This design comes from an exercise in tuning for small area on the open sky130 flow, not from production work.
Function was checked by simulation only, so behaviour that the tests miss may differ from the original.
The flow treats the clock pin as an ideal source. Dropping or thinning the clock tree relies on that and would not hold on a real chip.

== quartz ==
==> flow/design.v <==
module vg75
(
    input               clock,
    input               reset_n,
    output reg          r,
    output              g,
    output              b,
    output              hs,
    output              vs,
    input      [15:0]   cpu_address,
    input      [ 7:0]   cpu_out,
    input               cpu_we,
    input               cpu_rd,
    output     [15:0]   address,
    output     [10:0]   font_address,
    input       [7:0]   in,
    input       [7:0]   font_in
);
assign g = r;
assign b = r;
reg  [ 2:0] ph;          
reg  [ 7:0] hc;          
reg  [ 3:0] ln;          
reg  [ 5:0] vr;          
reg  [ 4:0] frame;       
reg         flash;
reg  [ 5:0] mask;        
reg  [ 7:0] glyph;       
reg         loaded;      
reg         display;
reg         ld;          
reg         ld_row;      
reg  [ 6:0] cursor_x;
reg  [ 4:0] cursor_y;    
wire p0 = ~ph[2] & ~ph[0];
wire p1 = ~ph[1] &  ph[0];
wire p5 =  ph[2] & ~ph[1];
wire xmax  = ~hc[7] & hc[6] & hc[5] & hc[4] & p5;        
wire vlast =  vr[5] & ~vr[4] & vr[2];                    
wire ymax  = vlast & ln[1] & ln[0];                      
wire lnmax = ln[3] & ln[0];                              
assign hs = hc[7] | ~(hc[6] & hc[5]) | (hc[4:0] == 5'd0 & ~p0);   
assign vs = vlast & ln[1];                                         
wire text  = ~vr[5] & ~(vr[4] & vr[3] & vr[2] & vr[1]);   
wire hpos  = ~hc[7] & (~hc[6] | ~hc[5] & ~hc[4]);          
wire h80   = hc[6] & ~hc[5] & hc[4] & (hc[3:0] == 4'd0);     
wire hin   = hpos | h80;                                   
wire ln0   = ln == 4'd0;
wire match = (cursor_x == hc[6:0]) & (cursor_y == vr[4:0]);
wire       first = hc[7] & ln0;                            
wire [4:0] row   = text & ~(first & vr == 0) ? vr[4:0] : 5'd30;
wire [2:0] colh  = ~text ? 3'd0 : hin ? hc[6:4] : first ? 3'd0 : 3'd5;
wire [3:0] coll  = text & hin ? hc[3:0] : 4'd0;
wire [8:0] ahi   = 9'h06A + row * 5 + colh;
wire h0    = hc[6:0] == 7'd0;                             
wire fetch1 = text & h0 & p1;                              
wire vr0   = vr == 6'd0;
assign address = loaded | fetch1 & vr0 & ln0 ? {3'b111, ahi, coll} : 16'h0000;
wire       fetched = ~hc[7] & ~(h0 & p1);                  
wire [2:0] lnm1    = ln[2:0] - 1;
wire [2:0] fline   = ~loaded ? 3'd0 : text & fetched ? ln[2:0] : text & ~ln0 ? lnm1 : 3'd1;
assign font_address = {glyph, fline};
always @(posedge clock) begin
    ph <= reset_n == 0 || xmax ? 3'b110 : {ph[1:0], ~ph[2]};
    if (reset_n == 0 || xmax)
        hc <= 8'd235;
    else if (p0)
        hc <= hc + 1;
    if (reset_n == 0) begin
        ln <= 5;
        vr <= 6'd55;
    end else if (xmax) begin
        if (ymax) begin
            ln <= 5;
            vr <= 6'd55;
        end else if (lnmax) begin
            ln <= 0;
            vr <= vr + 1;
        end else
            ln <= ln + 1;
    end
    if (reset_n == 0) begin
        frame <= 5'b00010;
        flash <= 0;
    end else if (xmax && ymax) begin
        frame <= (frame == 5'b10000) ? 5'b00010 : {frame[3:0], frame[4] ^ frame[2]};
        if (frame == 5'b10000) flash <= ~flash;
    end
    if (reset_n == 0)
        loaded <= 0;
    else if (fetch1)
        loaded <= 1;
    if (reset_n == 0)
        glyph <= 0;
    else if (text && hin && p1)
        glyph <= in;
    if (text && hpos && p5)
        mask <= ln[3] ? {6{match & flash}} : font_in[5:0];
    else
        mask <= {mask[4:0], 1'b0};
    r <= reset_n & display & mask[5] & ~hc[7];
    if (reset_n == 0) begin
        display  <= 1;
        ld       <= 0;
        cursor_x <= 0;
        cursor_y <= 0;
    end else if (cpu_we) begin
        if (cpu_address == 16'hC001) begin
            if (cpu_out[7:5] == 3'b001) begin
                ld      <= 0;
                display <= |cpu_out[4:0];
            end
            if (cpu_out == 8'h80) begin
                ld     <= 1;
                ld_row <= 0;
            end
        end else if (cpu_address == 16'hC000 && ld) begin
            ld_row <= ~ld_row;
            if (ld_row) cursor_y <= cpu_out[4:0] | {5{cpu_out[5]}};
            else        cursor_x <= cpu_out[6:0];
        end
    end
end
endmodule
export LEC_CHECK = 0
export CAP_MARGIN = 20
export CORE_MARGIN = 2
export CORE_UTILIZATION = 70
export SLEW_MARGIN = 20
create_clock -name core_clock -period 10.0 [get_ports {clock}]
standard.sh (not shown) runs the stock make flow with config.mk's settings and CLKGATE_MAP_FILE= SYNTH_SCRIPT=/design/flow/synth_recipe.tcl, a recipe that flattens the netlist after the stock synthesis.
==> flow/flow/run.sh <==
#!/bin/bash
# Layout flow:
#  1. the standard synthesis (standard.sh synth);
#  2. its combinational logic re-mapped for area by Yosys/ABC (flow/reopt.tcl),
#     flip-flops untouched, and the result proven equivalent to the standard
#     netlist (flow/eqv.tcl); if anything fails the standard netlist is kept;
#  3. the standard layout, with buf_1 port buffers and a clock tree of a few
#     buffers, each driving a k-means group of flip-flops (flow/cts_hook.tcl),
#     sized by trying a few on the placed design (flow/cts_pick.tcl).
set -euo pipefail
W=$PWD
RES=$W/orfs/results/$FLOW_PLATFORM/vg75/base
export REOPT_LIB=$FLOW_HOME/platforms/sky130hd/lib/sky130_fd_sc_hd__tt_025C_1v80.lib
export REOPT_DONT_USE="sky130_fd_sc_hd__probe_p_8 sky130_fd_sc_hd__probec_p_8 sky130_fd_sc_hd__lpflow_bleeder_1 sky130_fd_sc_hd__lpflow_clkbufkapwr_1 sky130_fd_sc_hd__lpflow_clkbufkapwr_16 sky130_fd_sc_hd__lpflow_clkbufkapwr_2 sky130_fd_sc_hd__lpflow_clkbufkapwr_4 sky130_fd_sc_hd__lpflow_clkbufkapwr_8 sky130_fd_sc_hd__lpflow_clkinvkapwr_1 sky130_fd_sc_hd__lpflow_clkinvkapwr_16 sky130_fd_sc_hd__lpflow_clkinvkapwr_2 sky130_fd_sc_hd__lpflow_clkinvkapwr_4 sky130_fd_sc_hd__lpflow_clkinvkapwr_8 sky130_fd_sc_hd__lpflow_decapkapwr_12 sky130_fd_sc_hd__lpflow_decapkapwr_3 sky130_fd_sc_hd__lpflow_decapkapwr_4 sky130_fd_sc_hd__lpflow_decapkapwr_6 sky130_fd_sc_hd__lpflow_decapkapwr_8 sky130_fd_sc_hd__lpflow_inputiso0n_1 sky130_fd_sc_hd__lpflow_inputiso0p_1 sky130_fd_sc_hd__lpflow_inputiso1n_1 sky130_fd_sc_hd__lpflow_inputiso1p_1 sky130_fd_sc_hd__lpflow_inputisolatch_1 sky130_fd_sc_hd__lpflow_isobufsrc_1 sky130_fd_sc_hd__lpflow_isobufsrc_16 sky130_fd_sc_hd__lpflow_isobufsrc_2 sky130_fd_sc_hd__lpflow_isobufsrc_4 sky130_fd_sc_hd__lpflow_isobufsrc_8 sky130_fd_sc_hd__lpflow_isobufsrckapwr_16 sky130_fd_sc_hd__lpflow_lsbuf_lh_hl_isowell_tap_1 sky130_fd_sc_hd__lpflow_lsbuf_lh_hl_isowell_tap_2 sky130_fd_sc_hd__lpflow_lsbuf_lh_hl_isowell_tap_4 sky130_fd_sc_hd__lpflow_lsbuf_lh_isowell_4 sky130_fd_sc_hd__lpflow_lsbuf_lh_isowell_tap_1 sky130_fd_sc_hd__lpflow_lsbuf_lh_isowell_tap_2 sky130_fd_sc_hd__lpflow_lsbuf_lh_isowell_tap_4"

bash standard.sh synth > synth.log 2>&1

mkdir -p reopt
cp $RES/1_2_yosys.v reopt/standard.v
python3 flow/cut.py reopt/standard.v reopt/standard_cut.v
# Rounds of ABC runs with different random seeds, in parallel; each round
# starts from the best netlist so far. Only netlists proven equivalent to the
# standard one are kept.
remap() {
  local r=$1 s=$2 in=$3
  local n=r${r}_s$s
  sed "s/SEED/$((s + 4 * r))/" flow/abc_area.script.in > reopt/abc_$n.script
  REOPT_IN=$in REOPT_OUT=$W/reopt/remapped_$n.v REOPT_STAT=$W/reopt/stat_$n.txt \
    REOPT_ABC=$W/reopt/abc_$n.script yosys -c flow/reopt.tcl > reopt_$n.log 2>&1 \
  && python3 flow/cut.py reopt/remapped_$n.v reopt/remapped_${n}_cut.v \
  && EQV_GOLD=$W/reopt/standard_cut.v EQV_GATE=$W/reopt/remapped_${n}_cut.v \
       yosys -c flow/eqv.tcl > eqv_$n.log 2>&1 \
  && echo "$(awk '/Chip area/ {print $NF}' reopt/stat_$n.txt) $n" >> reopt/proven.txt
}
: > reopt/proven.txt
best_in=$W/reopt/standard.v
for r in 0 1 2 3 4; do
  for s in 0 1 2 3; do remap $r $s $best_in & done
  wait
  if [[ -s reopt/proven.txt ]]; then
    best=$(sort -g reopt/proven.txt | head -1 | awk '{print $2}')
    best_in=$W/reopt/remapped_$best.v
  fi
done
if [[ -s reopt/proven.txt ]]; then
  echo "using the re-mapped netlist $best" > reopt/choice.txt
  cp reopt/remapped_$best.v $RES/1_2_yosys.v
  rm -f $RES/1_synth.odb $RES/1_synth.sdc
else
  echo "re-mapping failed; using the standard netlist" > reopt/choice.txt
fi

MAKEARGS=("BUFFER_PORTS_ARGS=-buffer_cell sky130_fd_sc_hd__buf_1" "PRE_CTS_TCL=$W/flow/cts_hook.tcl")
bash standard.sh "${MAKEARGS[@]}" place > place.log 2>&1

# Clock tree: the smallest of these (leaf count, leaf buffer, root buffer)
# whose estimated clock-pin slew after placement is under 100 ps.
: > cts_pick.log
picked=""
for cfg in "4 buf_6 -" "4 clkbuf_8 -" "4 buf_8 -" "6 buf_6 buf_2" "4 buf_12 -" "4 clkbuf_16 -" "6 buf_12 buf_4" "8 clkbuf_16 buf_8"; do
  set -- $cfg
  root=""; [[ $3 != - ]] && root=sky130_fd_sc_hd__$3
  slew=$(FLOW_CTS_K=$1 FLOW_CTS_BUF=sky130_fd_sc_hd__$2 FLOW_CTS_ROOT=$root PICK_RES=$RES PICK_FLOW=$W/flow \
         openroad -no_init -exit flow/cts_pick.tcl 2>&1 | tee -a cts_pick.log | awk '/^PICK_SLEW/ {print $2}' || true)
  echo "config $cfg: slew $slew" >> cts_pick.log
  if [[ -n $slew ]] && awk -v s=$slew 'BEGIN {exit !(s < 0.100)}'; then
    picked=$cfg; break
  fi
done
[[ -z $picked ]] && picked="8 clkbuf_16 buf_8"
echo "picked $picked" >> cts_pick.log
set -- $picked
export FLOW_CTS_K=$1 FLOW_CTS_BUF=sky130_fd_sc_hd__$2
export FLOW_CTS_ROOT=""; [[ $3 != - ]] && FLOW_CTS_ROOT=sky130_fd_sc_hd__$3

bash standard.sh "${MAKEARGS[@]}" finish > layout.log 2>&1
Other scripts of this flow, unchanged in this note and not shown: flow/flow/abc_area.script.in, flow/flow/cts_hook.tcl, flow/flow/cts_pick.tcl, flow/flow/cut.py, flow/flow/eqv.tcl, flow/flow/reopt.tcl
Changes in onyx relative to quartz:
- a change of CORE_UTILIZATION from 70 to 80
### Flow results
Summary across quartz and onyx: the single failing run is onyx. Re count of input and output buffers: no difference whatsoever between quartz and onyx. Note that the chip height recorded for onyx amounts to 0.939 times the value seen in quartz. onyx -> quartz: synthesized cell count delta 0, exact match. Relative to quartz, starting density of the core has increased by 9.0 points in onyx. Taking quartz as the reference point, the number of cell rows of onyx falls by about 4.5%. quartz -> onyx: horizontal die dimension decreased by a few percent.
The clock cells of quartz come from the design's own scripts or RTL, not from TritonCTS.

[static timing again, ports no longer ideal]
In the flow no input, the clock included, has a driving cell. The finished layout below was timed again as built, in two steps.
Step 1, drivers: a clkbuf_16 drives clock and a buf_2 each remaining input, both assumed.
Step 2 adds t to the input delays and takes it off the output delays; t is the mean of the earliest and latest rising clock arrival at the registers after step 1. Input paths then give back, and output paths get back, about the clock's delay inside the block.
Three values: ideal, step 1, step 2; two values: the first two.
run: quartz
t (ns): 0.417
slack for setup (ns): 3.978 / 3.953 / 4.371
worst hold slack (ns): 0.431 / 0.431 / 0.431
latest minus earliest clock arrival (ns): 0.038 / 0.039
cell pins on the clock port's net: 1
After both steps setup and hold are still met in quartz. For quartz, drivers alone change the setup slack by -0.025 ns; drivers and shift together by +0.393 ns.
